What follows belongs to an exercise in optimizing a design on an open flow for small area; a production flow would make more cautious choices. Only simulation tests tie the RTL to the original design; equivalence was not proved. Power figures rest on the tool's default switching activity, not on a simulated workload.

== the baseline ==
// TCAM_TOP
module TCAM_TOP (
        input                   CLK
       ,input                   RESET
       ,input                   SEARCH
       ,input                   SETTING
       ,input   [127:0]         KEY
       ,input   [15:0]          SETTING_ID
       ,input   [17:0]          SETTING_MASKID
       ,input   [15:0]          SETTING_PRIORITY
       ,output  [15:0]          RULEID
       ,output                  SETTING_COMPLETE
       ,output                  SEARCH_COMPLETE
       ,output                  MISMATCH
       ,input                   DDR3_AVL_INIT
       ,input   [255:0]         DDR3_AVL_READDATA
       ,input                   DDR3_AVL_WAITREQUEST
       ,input                   DDR3_AVL_READDATAVALID
       ,output                  DDR3_AVL_READ
       ,output                  DDR3_AVL_WRITE
       ,output  [18:0]          DDR3_AVL_ADDRESS
       ,output  [255:0]         DDR3_AVL_WRITEDATA
       ,output                  DDR3_AVL_BURSTCOUNT
       ,output                  DDR3_AVL_INITCOMPLETE
  ...
Size in the first run: roughly 1800 cells after synthesis, ~500 flip-flops, ~740 I/O pins.
==> flow/config.mk <==
export PLATFORM = sky130hd
export DESIGN_NAME = TCAM_TOP
export DESIGN_NICKNAME = TCAM_TOP
export VERILOG_FILES = /design/flow/design.v
export SDC_FILE = /design/flow/constraint.sdc
export NUM_CORES = 4
export LEC_CHECK = 0
export CAP_MARGIN = 20
export CORE_MARGIN = 2
export CORE_UTILIZATION = 40
export SLEW_MARGIN = 20
==> flow/constraint.sdc <==
create_clock -name core_clock -period 10.0 [get_ports {CLK}]
set_input_delay 2.0000 -clock core_clock [delete_from_list [all_inputs] [get_ports {CLK}]]
set_output_delay 2.0000 -clock core_clock [all_outputs]
set_load 0.01 [all_outputs]
standard.sh (not shown) runs the stock make flow with config.mk's settings and CLKGATE_MAP_FILE= SYNTH_SCRIPT=/design/flow/synth_recipe.tcl, a recipe that flattens the netlist after the stock synthesis.
==> flow/flow/run.sh <==
#!/bin/bash
# Standard ORFS layout; ports are buffered with the smallest buffer and CTS
# adds no dummy loads. Each tool's output is logged by ORFS under orfs/logs.
export BUFFER_PORTS_ARGS="-buffer_cell sky130_fd_sc_hd__buf_1"
export CTS_ARGS="-sink_clustering_enable -repair_clock_nets -dont_use_dummy_load"
bash standard.sh > standard.log 2>&1
The baseline reached the final stage; the timing, DRC and antenna checks on its layout passed.
The following lists how the candidate was set up differently from the baseline:
==> flow/flow/run.sh <==
#!/bin/bash
export BUFFER_PORTS_ARGS="-buffer_cell sky130_fd_sc_hd__buf_1"
export CTS_ARGS="-sink_clustering_enable -repair_clock_nets -dont_use_dummy_load -buf_list {sky130_fd_sc_hd__clkbuf_4 sky130_fd_sc_hd__clkbuf_8}"
bash standard.sh > standard.log 2>&1
diff --git a/flow/config.mk b/flow/config.mk
--- a/flow/config.mk
+++ b/flow/config.mk
@@ -7,2 +7,3 @@
 export LEC_CHECK = 0
+export ABC_AREA = 1
 export CAP_MARGIN = 20
### Flow results
Between the candidate and the baseline, it is the candidate whose worst setup slack is higher, by 55 ps.
Layout buffer count excluding clock buffers for the candidate: 12 down relative to the baseline
Switching power total on the candidate is up relative to the baseline.

* * *

## build 44
Another version of the RTL of TCAM_TOP (not shown whole).
Size: about 740 I/O pins, roughly 0.020 mm^2 of cells after synthesis.
Settings: LEC_CHECK=0, CAP_MARGIN=0, CORE_MARGIN=2, CORE_UTILIZATION=40, SLEW_MARGIN=0; clock period 10.0 ns.
==> flow/flow/run.sh <==
#!/bin/bash
# Standard ORFS layout (the standard.sh) with three changes that only
# affect cell choice, not the design or its constraints:
#  - synthesis maps logic with an area-oriented ABC script (flow/abc_area.script);
#    registers are untouched (ABC maps combinational logic only),
#  - ports are buffered with the smallest buffer (buf_1),
#  - CTS uses small clock buffers on small sink clusters, no dummy loads.
# Each tool writes its own log under orfs/logs; make's output is standard.log.
HERE=$(pwd)
{ head -n 1 synth_recipe.tcl
  echo "proc abc {args} { set i [lsearch \$args -script]; if {\$i >= 0} { lset args [expr {\$i + 1}] $HERE/flow/abc_area.script }; yosys abc {*}\$args }"
  tail -n +2 synth_recipe.tcl; } > synth_area.tcl
export BUFFER_PORTS_ARGS="-buffer_cell sky130_fd_sc_hd__buf_1"
export CTS_ARGS="-sink_clustering_enable -repair_clock_nets -dont_use_dummy_load -sink_clustering_size 8 -sink_clustering_max_diameter 40 -buf_list {sky130_fd_sc_hd__clkbuf_4 sky130_fd_sc_hd__clkbuf_8} -sink_clustering_buffer sky130_fd_sc_hd__clkbuf_4"
bash standard.sh SYNTH_SCRIPT=$HERE/synth_area.tcl finish > standard.log 2>&1
==> flow/flow/abc_area.script <==
&get -n
&st
&dch -f
&nf -a -R 1000
&put
Build 44 was carried through to the last stage, and its layout satisfied the timing, DRC and antenna checks.
Setup changes, build 44 to build 4
Settings: a change of CAP_MARGIN from 0 to 20; a change of SLEW_MARGIN from 0 to 20.
==> flow/flow/abc_area.script <==
&get -n
&st
&dch -f
&nf -a -R 1000
&put
strash
&get -n
&st
&dch -f
&nf -a -R 1000
&put
## What came out
Taking build 44 as the reference, in build 4 global routing usage on met1 saw a decrease, fraction of power consumed by combinational cells saw a decrease.
Xor-xnor portion of the synthesized cell area: build 44 vs build 4 — no meaningful difference
NOTE final standard cell count with taps included and fillers excluded build 44->build 4 decreased slightly
Non-clock buffer count of build 44 is on par with build 4.
Re final worst slack: build 4 is 230 ps down on build 44.
Timing-limited maximum frequency (build 4 over build 44): decrease, 11 MHz
Number of antenna violations at the first check in global routing ended up 22 lower on build 4 than on build 44.
Worst setup slack before clock tree synthesis: lower on build 44
Reported for build 4 and build 44, count of flip-flops with a built-in enable after synthesis turned out identical to the last digit.
The following lists how build 51 was set up differently from build 4:
==> flow/flow/abc_area.script <==
&get -n
&st
&dc2
&dch -f
&nf -a -R 1000
&put
==> comparison <==
Build 51: no failed stages, no open violations at the end. [build 51] met3 track demand over resource rose 0.16 points relative to build 4. Delta(clock buffer instance count of the final layout, build 51 - build 4) < 0. The combinational power in build 51 is 0.938 times that in build 4. Between build 51 and build 4, the number of gates on the worst path with buffers counted is higher for build 4.
> inputs changed (build 51 -> build 50)
diff --git a/flow/flow/run.sh b/flow/flow/run.sh
--- a/flow/flow/run.sh
+++ b/flow/flow/run.sh
@@ -12,4 +12,4 @@
   tail -n +2 synth_recipe.tcl; } > synth_area.tcl
 export BUFFER_PORTS_ARGS="-buffer_cell sky130_fd_sc_hd__buf_1"
-export CTS_ARGS="-sink_clustering_enable -repair_clock_nets -dont_use_dummy_load -sink_clustering_size 8 -sink_clustering_max_diameter 40 -buf_list {sky130_fd_sc_hd__clkbuf_4 sky130_fd_sc_hd__clkbuf_8} -sink_clustering_buffer sky130_fd_sc_hd__clkbuf_4"
+export CTS_ARGS="-sink_clustering_enable -repair_clock_nets -dont_use_dummy_load -sink_clustering_size 10 -sink_clustering_max_diameter 32 -buf_list {sky130_fd_sc_hd__clkbuf_4 sky130_fd_sc_hd__clkbuf_8} -sink_clustering_buffer sky130_fd_sc_hd__clkbuf_4"
 bash standard.sh SYNTH_SCRIPT=$HERE/synth_area.tcl finish > standard.log 2>&1
==> flow/flow/abc_area.script <==
&get -n
&st
&dch -f
&nf -a -R 1000
&put
### Flow results
Changes observed in build 50 relative to build 51: final cell utilization of the core went up by 0.15 points; wire length on met1 went up by 4.5%; clock power stayed essentially flat.
Of build 51 and build 50, the run reporting the higher minimum period implied by the final worst setup slack was build 50.
Build 50 ended with less worst-case headroom to the max-slew limit than build 51.
[compare] base=build 51 new=build 50: final worst-path cycle share went up; cell area saw an increase; final net count now sits higher; weighted congestion at the end of routability-driven global placement now smaller.

* * *

wip/sierra:
TCAM_TOP, a different RTL version from the one above (not shown whole).
export LEC_CHECK = 0
export CAP_MARGIN = 20
export CORE_MARGIN = 2
export CORE_UTILIZATION = 40
export SLEW_MARGIN = 20
create_clock -name core_clock -period 10.0 [get_ports {CLK}]
==> flow/flow/run.sh <==
#!/bin/bash
export BUFFER_PORTS_ARGS="-buffer_cell sky130_fd_sc_hd__buf_1"
export CTS_ARGS="-sink_clustering_enable -repair_clock_nets -dont_use_dummy_load -sink_clustering_size 24 -sink_clustering_max_diameter 60 -buf_list sky130_fd_sc_hd__clkbuf_16"
bash standard.sh > standard.log 2>&1
Both conditions hold for wip/sierra: the flow ran to the end and the final layout passed the timing, DRC and antenna checks.
Modified inputs, wip/nickel compared to wip/sierra
==> flow/flow/run.sh <==
#!/bin/bash
# Standard ORFS layout; ports are buffered with the smallest buffer, CTS uses
# small clock buffers on small sink clusters and adds no dummy loads. Each
# tool writes its own log under orfs/logs; make output goes to standard.log.
export BUFFER_PORTS_ARGS="-buffer_cell sky130_fd_sc_hd__buf_1"
export CTS_ARGS="-sink_clustering_enable -repair_clock_nets -dont_use_dummy_load -sink_clustering_size 12 -sink_clustering_max_diameter 50 -buf_list sky130_fd_sc_hd__clkbuf_8"
bash standard.sh > standard.log 2>&1
--- outcome ---
- Summary of wip/nickel over wip/sierra: weighted congestion reported at the end of routability-driven placement roughly the same, cell count higher.
- Looking at power spent charging and discharging nets, wip/nickel sits below wip/sierra.
- Compared with wip/sierra, wip/nickel shows a clock share of power that is 3.2 points lower.
- Tightest slew margin relative to the limit, wip/sierra and wip/nickel: smaller value in wip/nickel
- Number of standard cells after synthesis: wip/sierra vs wip/nickel identical
- wip/sierra → wip/nickel: met2 layer usage reported by global route higher; switching part of the total power increased 1.1 points.
- Looking at synthesis-to-layout area growth, wip/nickel sits 1.0 points lower than wip/sierra does.
- Against wip/sierra, wip/nickel comes in 0.38 points lower on post-route fraction of the period consumed by the critical path.
- wip/sierra has higher delay contributed by the slowest stage of the critical path than wip/nickel.
The following lists how wip/umber was set up differently from wip/nickel:
==> flow/flow/run.sh <==
#!/bin/bash
export BUFFER_PORTS_ARGS="-buffer_cell sky130_fd_sc_hd__buf_1"
export CTS_ARGS="-sink_clustering_enable -repair_clock_nets -dont_use_dummy_load -sink_clustering_size 18 -sink_clustering_max_diameter 60 -buf_list sky130_fd_sc_hd__clkbuf_8"
bash standard.sh > standard.log 2>&1
- wip/umber finished every stage; the final checks, however, were not passed, the failures being max-slew violations.
- Hold slack on wip/umber is down relative to wip/nickel.
- From wip/nickel to wip/umber the numbers moved as follows: utilization decreased 0.35 points; power saw a decrease; overall routed net length did not really move.

## what the ideal ports hide
No port has a modelled driver above. Below, the same layouts with a new extraction and two added sets of constraints. Step 1 sets driving cells, clkbuf_16 on the clock port and buf_2 on the other inputs (assumed; they add their load-dependent delay and slew). Step 2, shift: input delay + t, output delay - t, t = (earliest + latest rising clock arrival at the registers) / 2. This alone moves slack from input paths to output paths. a / b / c = ideal / step 1 / step 2; a / b = the first two.
| run | t (ns) | setup WS [ns] | worst hold slack (ns) |
|---|---|---|---|
| the baseline | 0.661 | 5.457 / 5.432 / 5.176 | 0.338 / 0.338 / 0.338 |
| the candidate | 0.730 | 5.512 / 5.482 / 5.078 | 0.321 / 0.321 / 0.321 |
| build 44 | 0.652 | 5.522 / 5.534 / 4.903 | 0.313 / 0.313 / 0.313 |
| build 4 | 0.664 | 5.290 / 5.290 / 5.096 | 0.300 / 0.300 / 0.300 |
| build 51 | 0.664 | 5.556 / 5.511 / 5.048 | 0.330 / 0.330 / 0.330 |
| build 50 | 0.668 | 5.424 / 5.460 / 4.792 | 0.309 / 0.309 / 0.309 |
| wip/sierra | 0.615 | 5.463 / 5.437 / 4.980 | 0.314 / 0.314 / 0.314 |
| wip/nickel | 0.695 | 5.501 / 5.475 / 4.946 | 0.306 / 0.306 / 0.306 |
| wip/umber | 0.677 | 5.467 / 5.440 / 5.007 | 0.299 / 0.299 / 0.299 |
The setup slack of build 50, which loses most, moves by +0.036 ns with the drivers and by -0.632 ns with both steps.
